What follows belongs to an exercise in optimizing a design on an open flow for small area; a production flow would make more cautious choices. Only simulation tests tie the RTL to the original design; equivalence was not proved.

==> willow <==
## foc_svpwm
module foc_svpwm (
        input clk,
        input rst,
        input [17:0] theta,
        input theta_valid,
        output [47:0] comp1,
        output [47:0] comp2,
        output comp_valid
    );
Settings: LEC_CHECK=0, CAP_MARGIN=20, CORE_MARGIN=2, CORE_UTILIZATION=75, CTS_BUF_LIST=sky130_fd_sc_hd__clkbuf_8, CTS_CLUSTER_DIAMETER=50, CTS_CLUSTER_SIZE=16, SLEW_MARGIN=20, SYNTH_HIERARCHICAL=1, SYNTH_MINIMUM_KEEP_SIZE=0; clock period 10.0 ns.
run.sh (not shown) runs the stock make flow with config.mk's settings and CLKGATE_MAP_FILE= SYNTH_SCRIPT=/design/flow/synth_recipe.tcl, a recipe that flattens the netlist after the stock synthesis.
==> amber (differences from willow) <==
- CTS_BUF_LIST: sky130_fd_sc_hd__clkbuf_8 -> sky130_fd_sc_hd__clkbuf_2 sky130_fd_sc_hd__clkbuf_4 sky130_fd_sc_hd__clkbuf_8
- CTS_CLUSTER_DIAMETER: 50 -> 40
- CTS_CLUSTER_SIZE: 16 -> 12
==> ember (differences from willow) <==
- ABC_AREA: not set -> 1
- CTS_BUF_LIST: sky130_fd_sc_hd__clkbuf_8 -> sky130_fd_sc_hd__clkbuf_4 sky130_fd_sc_hd__clkbuf_8
==> notes <==
willow produced a clean layout. ember produced a clean layout. amber went through all stages and came out clean. Clock skew, highest first: ember, willow, amber. In amber the non-clock buffer count is higher than in ember, by 4. In amber the register-to-register slack is lower than in willow, by 390 ps. First-iteration DRC count: ember is higher than amber (2.5%). Against amber, the via count of ember is higher by about 1.2%. Against willow, the global-route usage of ember is higher by 0.94 points. Design area, highest first: amber, ember, willow.
==> figures <==
Result of the run: ember timing/DRC/antenna clean; amber timing/DRC/antenna clean; willow timing/DRC/antenna clean
Layout buffer count excluding clock buffers: ember 123; amber 127; willow 127
Slew at the pin closest to its max-slew limit: ember 1010 ps; amber 1050 ps; willow 998 ps
Number of library cell types mapped by synthesis: ember 59; amber 86; willow 86
Synth Area per Inst: ember 11.4 um2; amber 12.1 um2; willow 12.1 um2
Arrival time at the worst endpoint: ember 10020 ps; amber 10350 ps; willow 9940 ps
DRC marker count from the first detailed-route iteration: ember 1145; amber 1117; willow 1036
Reg clk slew, reported paths: ember 100 ps; amber 80 ps; willow 90 ps
Final HPWL DP: ember 52600 um; amber 50900 um; willow 50900 um
Met1 Usage GRT: ember 0.390; amber 0.408; willow 0.395
Worst clock skew: ember 76.8 ps; amber 45.1 ps; willow 65.4 ps
Die ar.: ember 41300 um2; amber 41200 um2; willow 41200 um2
Fin worst setup slack: ember 497 ps; amber 193 ps; willow 583 ps
Area of the multi-input gates: ember 18800 um2; amber 19000 um2; willow 19000 um2
Launching element of the worst setup path: ember r4_x10_16; amber r4_u11; willow r1_y5_9

* * *

==> run D: inputs <==
==> flow/design.v <==
`timescale 1ns / 1ps
module foc_svpwm (
        input clk,
        input rst,
        input [17:0] theta,
        input theta_valid,
        output [47:0] comp1,
        output [47:0] comp2,
        output comp_valid
    );
    wire signed [17:0] th = theta;
    wire qa = th > 18'sd51471;
    wire qb = th < -18'sd51471;
    wire [16:0] z0 = qa ? (17'd102943 - theta[16:0]) : qb ? (-theta[16:0] - 17'd102943) : theta[16:0];
    wire n0 = z0[16];
    wire [15:0] z1 = n0 ? z0[15:0] + 16'd25736 : z0[15:0] - 16'd25736;
    wire n1 = z1[15];
    wire [14:0] z2 = n1 ? z1[14:0] + 15'd15193 : z1[14:0] - 15'd15193;
    reg qA; reg [1:0] pA; reg [14:0] z2A;
    always @(posedge clk) begin qA <= qa | qb; pA <= {n0, n1}; z2A <= z2; end
    wire n2 = z2A[14];
    wire [13:0] z3 = n2 ? z2A[13:0] + 14'd8027 : z2A[13:0] - 14'd8027;
    wire n3 = z3[13];
    wire [12:0] z4 = n3 ? z3[12:0] + 13'd4075 : z3[12:0] - 13'd4075;
    wire n4 = z4[12];
    wire [11:0] z5 = n4 ? z4[11:0] + 12'd2045 : z4[11:0] - 12'd2045;
    reg [16:0] x5t, y5t;
    always @(*) begin
        case ({pA, n2, n3, n4})
            5'd1: begin x5t = 17'd487; y5t = 17'd32743; end
            5'd2: begin x5t = 17'd4528; y5t = 17'd32431; end
            5'd3: begin x5t = 17'd8530; y5t = 17'd31615; end
            5'd4: begin x5t = 17'd12144; y5t = 17'd30410; end
            5'd5: begin x5t = 17'd15836; y5t = 17'd28662; end
            5'd6: begin x5t = 17'd19256; y5t = 17'd26485; end
            5'd7: begin x5t = 17'd22404; y5t = 17'd23883; end
            5'd8: begin x5t = 17'd23883; y5t = 17'd22404; end
            5'd9: begin x5t = 17'd26485; y5t = 17'd19256; end
            5'd10: begin x5t = 17'd28662; y5t = 17'd15836; end
            5'd11: begin x5t = 17'd30410; y5t = 17'd12144; end
            5'd12: begin x5t = 17'd31615; y5t = 17'd8530; end
            5'd13: begin x5t = 17'd32431; y5t = 17'd4528; end
            5'd14: begin x5t = 17'd32743; y5t = 17'd487; end
            5'd17: begin x5t = 17'd32743; y5t = 17'd130585; end
            5'd18: begin x5t = 17'd32433; y5t = 17'd126544; end
            5'd19: begin x5t = 17'd31615; y5t = 17'd122542; end
            5'd20: begin x5t = 17'd30411; y5t = 17'd118927; end
            5'd21: begin x5t = 17'd28661; y5t = 17'd115235; end
            5'd22: begin x5t = 17'd26484; y5t = 17'd111816; end
            5'd23: begin x5t = 17'd23880; y5t = 17'd108670; end
            5'd24: begin x5t = 17'd22405; y5t = 17'd107189; end
            5'd25: begin x5t = 17'd19257; y5t = 17'd104587; end
            5'd26: begin x5t = 17'd15837; y5t = 17'd102410; end
            5'd27: begin x5t = 17'd12145; y5t = 17'd100662; end
            5'd28: begin x5t = 17'd8531; y5t = 17'd99456; end
            5'd29: begin x5t = 17'd4527; y5t = 17'd98640; end
            5'd30: begin x5t = 17'd486; y5t = 17'd98330; end
            default: begin x5t = 17'bx; y5t = 17'bx; end
        endcase
    end
    reg qS0; reg [10:0] bS0; reg [16:0] x5, y5;
    always @(posedge clk) begin qS0 <= qA; bS0 <= {~z5[11], z5[10:1]}; x5 <= x5t; y5 <= y5t; end
    wire u5 = bS0[10];
    wire d5 = ~bS0[10];
    wire [16:0] tx5 = $signed(x5) >>> 5;
    wire [16:0] ty5 = $signed(y5) >>> 5;
    wire [16:0] x6w, y6w;
    rca #(17) ax5 (x5, ~(ty5 ^ {17{d5}}), u5, x6w);
    rca #(17) ay5 (y5, ~(tx5 ^ {17{u5}}), d5, y6w);
    reg qS1; reg [16:0] x6r, y6r; reg [10:0] bS1;
    always @(posedge clk) begin qS1 <= qS0; x6r <= x6w; y6r <= y6w; bS1 <= bS0; end
    wire u6 = bS1[9];
    wire d6 = ~bS1[9];
    wire [16:0] tx6 = $signed(x6r) >>> 6;
    wire [16:0] ty6 = $signed(y6r) >>> 6;
    wire [16:0] x7w, y7w;
    rca #(17) ax6 (x6r, ~(ty6 ^ {17{d6}}), u6, x7w);
    rca #(17) ay6 (y6r, ~(tx6 ^ {17{u6}}), d6, y7w);
    reg qS2; reg [16:0] x7r, y7r; reg [10:0] bS2;
    always @(posedge clk) begin qS2 <= qS1; x7r <= x7w; y7r <= y7w; bS2 <= bS1; end
    wire u7 = bS2[8];
    wire d7 = ~bS2[8];
    wire [16:0] tx7 = $signed(x7r) >>> 7;
    wire [16:0] ty7 = $signed(y7r) >>> 7;
    wire [16:0] x8w, y8w;
    rca #(17) ax7 (x7r, ~(ty7 ^ {17{d7}}), u7, x8w);
    rca #(17) ay7 (y7r, ~(tx7 ^ {17{u7}}), d7, y8w);
    reg qS3; reg [16:0] x8r, y8r; reg [10:0] bS3;
    always @(posedge clk) begin qS3 <= qS2; x8r <= x8w; y8r <= y8w; bS3 <= bS2; end
    wire u8 = bS3[7];
    wire d8 = ~bS3[7];
    wire [16:0] tx8 = $signed(x8r) >>> 8;
    wire [16:0] ty8 = $signed(y8r) >>> 8;
    wire [16:0] x9w, y9w;
    rca #(17) ax8 (x8r, ~(ty8 ^ {17{d8}}), u8, x9w);
    rca #(17) ay8 (y8r, ~(tx8 ^ {17{u8}}), d8, y9w);
    reg qS4; reg [16:0] x9r, y9r; reg [10:0] bS4;
    always @(posedge clk) begin qS4 <= qS3; x9r <= x9w; y9r <= y9w; bS4 <= bS3; end
    wire u9 = bS4[6];
    wire d9 = ~bS4[6];
    wire [16:0] tx9 = $signed(x9r) >>> 9;
    wire [16:0] ty9 = $signed(y9r) >>> 9;
    wire [16:0] x10w, y10w;
    rca #(17) ax9 (x9r, ~(ty9 ^ {17{d9}}), u9, x10w);
    rca #(17) ay9 (y9r, ~(tx9 ^ {17{u9}}), d9, y10w);
    reg qS5; reg [16:0] x10r, y10r; reg [10:0] bS5;
    always @(posedge clk) begin qS5 <= qS4; x10r <= x10w; y10r <= y10w; bS5 <= bS4; end
    wire u10 = bS5[5];
    wire d10 = ~bS5[5];
    wire [16:0] tx10 = $signed(x10r) >>> 10;
    wire [16:0] ty10 = $signed(y10r) >>> 10;
    wire [16:0] x11w, y11w;
    rca #(17) ax10 (x10r, ~(ty10 ^ {17{d10}}), u10, x11w);
    rca #(17) ay10 (y10r, ~(tx10 ^ {17{u10}}), d10, y11w);
    reg qS6; reg [16:0] x11r, y11r; reg [10:0] bS6;
    always @(posedge clk) begin qS6 <= qS5; x11r <= x11w; y11r <= y11w; bS6 <= bS5; end
    wire u11 = bS6[4];
    wire d11 = ~bS6[4];
    wire [16:0] tx11 = $signed(x11r) >>> 11;
    wire [16:0] ty11 = $signed(y11r) >>> 11;
    wire [16:0] x12w, y12w;
    rca #(17) ax11 (x11r, ~(ty11 ^ {17{d11}}), u11, x12w);
    rca #(17) ay11 (y11r, ~(tx11 ^ {17{u11}}), d11, y12w);
    reg qS7; reg [16:0] x12r, y12r; reg [10:0] bS7;
    always @(posedge clk) begin qS7 <= qS6; x12r <= x12w; y12r <= y12w; bS7 <= bS6; end
    wire u12 = bS7[3];
    wire d12 = ~bS7[3];
    wire [16:0] tx12 = $signed(x12r) >>> 12;
    wire [16:0] ty12 = $signed(y12r) >>> 12;
    wire [16:0] x13w, y13w;
    rca #(17) ax12 (x12r, ~(ty12 ^ {17{d12}}), u12, x13w);
    rca #(17) ay12 (y12r, ~(tx12 ^ {17{u12}}), d12, y13w);
    reg qS8; reg [16:0] x13r, y13r; reg [10:0] bS8;
    always @(posedge clk) begin qS8 <= qS7; x13r <= x13w; y13r <= y13w; bS8 <= bS7; end
    wire u13 = bS8[2];
    wire d13 = ~bS8[2];
    wire [16:0] tx13 = $signed(x13r) >>> 13;
    wire [16:0] ty13 = $signed(y13r) >>> 13;
    wire [16:0] x14w, y14w;
    rca #(17) ax13 (x13r, ~(ty13 ^ {17{d13}}), u13, x14w);
    rca #(17) ay13 (y13r, ~(tx13 ^ {17{u13}}), d13, y14w);
    reg qS9; reg [16:0] x14r, y14r; reg [10:0] bS9;
    always @(posedge clk) begin qS9 <= qS8; x14r <= x14w; y14r <= y14w; bS9 <= bS8; end
    wire u14 = bS9[1];
    wire d14 = ~bS9[1];
    wire [16:0] tx14 = $signed(x14r) >>> 14;
    wire [16:0] ty14 = $signed(y14r) >>> 14;
    wire [16:0] x15w, y15w;
    rca #(17) ax14 (x14r, ~(ty14 ^ {17{d14}}), u14, x15w);
    rca #(17) ay14 (y14r, ~(tx14 ^ {17{u14}}), d14, y15w);
    reg qS10; reg [16:0] x15r, y15r; reg [10:0] bS10;
    always @(posedge clk) begin qS10 <= qS9; x15r <= x15w; y15r <= y15w; bS10 <= bS9; end
    wire u15 = bS10[0];
    wire d15 = ~bS10[0];
    wire [16:0] tx15 = $signed(x15r) >>> 15;
    wire [16:0] ty15 = $signed(y15r) >>> 15;
    wire [16:0] x16w, y16w;
    rca #(17) ax15 (x15r, ~(ty15 ^ {17{d15}}), u15, x16w);
    rca #(17) ay15 (y15r, ~(tx15 ^ {17{u15}}), d15, y16w);
    wire x16z = ~|x16w[8:0];
    wire [7:0] cneg;
    rca #(8) acn (~x16w[16:9], 8'd0, x16z, cneg);
    reg [15:0] alS; reg [7:0] beS;
    always @(posedge clk) begin alS <= y16w[16:1]; beS <= qS10 ? cneg : x16w[16:9]; end
    wire [16:0] a = {alS[15], alS};
    wire [17:0] a3;
    rca #(18) aa3 ({a[16], a}, {a, 1'b0}, a[16], a3);
    wire [16:0] g = a3[17:1];
    wire [16:0] b = {{9{beS[7]}}, beS};
    wire [16:0] mt1, mt2, m, m3;
    rca #(17) am1 ({b[8:0], 8'd0}, ~{b[11:0], 5'd0}, 1'b1, mt1);
    rca #(17) am2 (mt1, ~{b[14:0], 2'd0}, 1'b1, mt2);
    rca #(17) am3 (mt2, b, 1'b0, m);
    rca #(17) am4 (m, {m[15:0], 1'b0}, 1'b0, m3);
    reg [16:0] gS, mS, m3S;
    always @(posedge clk) begin gS <= g; mS <= m; m3S <= m3; end
    wire [16:0] s1, s2, gm3, gp3;
    rca #(17) as1 (gS, mS, 1'b0, s1);          
    rca #(17) as2 (gS, ~mS, 1'b1, s2);         
    rca #(17) ag1 (m3S, ~gS, 1'b1, gm3);       
    rca #(17) ag2 (gS, m3S, 1'b0, gp3);        
    wire amid = s2[16] ^ s1[16];
    wire bmid = ~amid & ~(s2[16] ^ mS[16]);
    wire cmid = ~amid & ~bmid;
    reg [16:0] nuS, nvS, swS;
    reg nviS;
    always @(posedge clk) begin
        nuS <= amid ? {gS[15:0], 1'b0} : bmid ? s1 : s2;
        nvS <= amid ? {mS[15:0], 1'b0} : bmid ? gm3 : ~s2;
        nviS <= cmid;
        swS <= amid ? {mS[15:0], 1'b0} : bmid ? s1 : gp3;
    end
    wire [11:0] cu, cv, cw;
    cmul mu (nuS, 1'b0, cu);
    cmul mv (nvS, nviS, cv);
    cmul mw (~swS, 1'b1, cw);
    reg [11:0] cuS, cvS, cwS;
    always @(posedge clk) begin cuS <= cu; cvS <= cv; cwS <= cw; end
    wire [12:0] du, dv, dw;
    rca #(13) adu (13'd4998, ~{1'b0, cuS}, 1'b1, du);
    rca #(13) adv (13'd4998, ~{1'b0, cvS}, 1'b1, dv);
    rca #(13) adw (13'd4998, ~{1'b0, cwS}, 1'b1, dw);
    assign comp1 = {4'd0, cuS, 4'd0, cvS, 4'd0, cwS};
    assign comp2 = {3'd0, du, 3'd0, dv, 3'd0, dw};
    reg [15:0] vS;
    always @(posedge clk or posedge rst)
        if (rst) vS <= 16'd0;
        else vS <= {vS[14:0], theta_valid};
    assign comp_valid = vS[15];
endmodule
module rca #(parameter W = 8) (
        input [W-1:0] a,
        input [W-1:0] b,
        input ci,
        output [W-1:0] s
    );
    wire [W:0] c;
    assign c[0] = ci;
    genvar j;
    generate
        for (j = 0; j < W; j = j + 1) begin : bit_
            assign s[j] = a[j] ^ b[j] ^ c[j];
            assign c[j+1] = (a[j] & b[j]) | (c[j] & (a[j] ^ b[j]));
        end
    endgenerate
endmodule
module cmul (
        input [16:0] w,
        input inc,
        output [11:0] c
    );
    wire [16:0] wo = w ^ 17'h10000;
    wire [26:0] p0 = {wo, 10'd0};
    wire [26:0] p1 = {2'd0, wo, 8'd0};
    wire [26:0] p2 = {5'd0, ~wo, 5'd0};
    wire [26:0] p3 = {10'd0, wo};
    wire [26:0] k = inc ? 27'd89163008 : 27'd89161759;
    wire [26:0] sa = p0 ^ p1 ^ p2;
    wire [26:0] ca = {(p0[25:0] & p1[25:0]) | (p0[25:0] & p2[25:0]) | (p1[25:0] & p2[25:0]), 1'b0};
    wire [26:0] sb = sa ^ ca ^ p3;
    wire [26:0] cb = {(sa[25:0] & ca[25:0]) | (sa[25:0] & p3[25:0]) | (ca[25:0] & p3[25:0]), 1'b0};
    wire [26:0] sc = sb ^ cb ^ k;
    wire [26:0] cc = {(sb[25:0] & cb[25:0]) | (sb[25:0] & k[25:0]) | (cb[25:0] & k[25:0]), 1'b0};
    wire [26:0] t;
    rca #(27) af (sc, cc, 1'b0, t);
    assign c = t[26:15];
endmodule
==> flow/run.sh <==
#!/bin/bash
# synth_recipe.tcl (not shown) runs the flow's synth.tcl, then flattens the netlist and writes it again
# the make line also repeats each setting of config.mk as NAME=value (left out here)
make -C /OpenROAD-flow-scripts/flow DESIGN_CONFIG=/design/flow/config.mk WORK_HOME=/design/flow/orfs CLKGATE_MAP_FILE= SYNTH_SCRIPT=/design/flow/synth_recipe.tcl finish
==> flow/config.mk <==
export PLATFORM = sky130hd
export DESIGN_NAME = foc_svpwm
export DESIGN_NICKNAME = foc_svpwm
export VERILOG_FILES = /design/flow/design.v
export SDC_FILE = /design/flow/constraint.sdc
export NUM_CORES = 4
export LEC_CHECK = 0
export CAP_MARGIN = 20
export CORE_MARGIN = 2
export CORE_UTILIZATION = 70
export CTS_BUF_LIST = sky130_fd_sc_hd__clkbuf_4
export SLEW_MARGIN = 20
==> flow/constraint.sdc <==
create_clock -name core_clock -period 10.0 [get_ports {clk}]
set_input_delay 2.0000 -clock core_clock [delete_from_list [all_inputs] [get_ports {clk}]]
set_output_delay 2.0000 -clock core_clock [all_outputs]
set_load 0.01 [all_outputs]
==> inputs of run H, as changes to run D <==
--- a/flow/config.mk
+++ b/flow/config.mk
@@ -7,6 +7,5 @@
 export LEC_CHECK = 0
 export CAP_MARGIN = 20
 export CORE_MARGIN = 2
-export CORE_UTILIZATION = 70
-export CTS_BUF_LIST = sky130_fd_sc_hd__clkbuf_4
+export CORE_UTILIZATION = 40
 export SLEW_MARGIN = 20
==> notes <==
Against run D, the count of clock-buffer cells in the layout of run H is lower by 114.
In run D the sequential share of layout area is higher than in run H, by 0.94 points.
Fmax: run D is lower than run H (about 2.4%).
Global-route usage: run H is lower than run D (15 points).
Utilization: run D is higher than run H (32 points).
In run D the final cell count is lower than in run H, by 8.2%.
Of run D and run H, run D has the higher first-iteration DRC count (gap about 28%, measured against run H).
Of run D and run H, run H has the higher non-clock buffer count (gap 1).
In synthesized cell count, run H and run D do not differ.
==> figures <==
quantity	run H	run D
Status	timing/DRC/antenna clean	timing/DRC/antenna clean
Via count	20100	21400
Layout non-clock buf frac	2.89%	2.95%
Setup crit end	nvS[2]	nuS[15]
Endpoint of the most critical register-to-register path	nvS[2]	nuS[15]
Worst-case hold slack	0.321 ns	0.295 ns
Height of the chip	304 µm	231 µm
Worst-skew pair later-pin latency	0.61 ns	1.03 ns
Max H-tree Level	3	4
Post-place instance area	38300 µm²	37600 µm²
Area fraction of clock buffers and clock inverters	6.28%	5.06%
Final Critical Period	8.85 ns	9.07 ns
Starting density of the core	40.2%	70.5%
Fraction of standard cell area in multi-input logic	51.8%	53.4%
Detailed-routing iteration count for the pre-antenna-repair pass	6	5
Global routing met1 resource utilization	16.7%	33.4%
Die width	304 µm	231 µm
Area of the placeable core	89600 µm²	51100 µm²

-- separate check: timing with driven ports --
The flow's constraints put no driver on any port. The routed layouts listed below were extracted and timed again, unchanged, in two steps. Step 1 (the two cells are an assumption about what drives the block):
set clk [get_ports {clk}]
set_driving_cell -lib_cell sky130_fd_sc_hd__clkbuf_16 $clk
set_driving_cell -lib_cell sky130_fd_sc_hd__buf_2 [delete_from_list [all_inputs] $clk]
Step 2 times the ports against the registers' clock, not the clock port: input delays grow and output delays shrink by t, the midpoint of the rising clock arrivals with the driver on. Three values: ideal, step 1, step 2; two values: the first two.
run	t, ns	setup slack, ns	cell pins on the clock port's net
willow	0.678	0.583 / 0.583 / 0.583	1
amber	0.702	0.193 / 0.193 / 0.193	1
ember	0.677	0.497 / 0.497 / 0.497	1
run D	1.046	0.932 / 0.932 / 0.932	1
run H	0.667	1.147 / 1.147 / 1.147	1
After both steps every run listed still meets setup and hold.
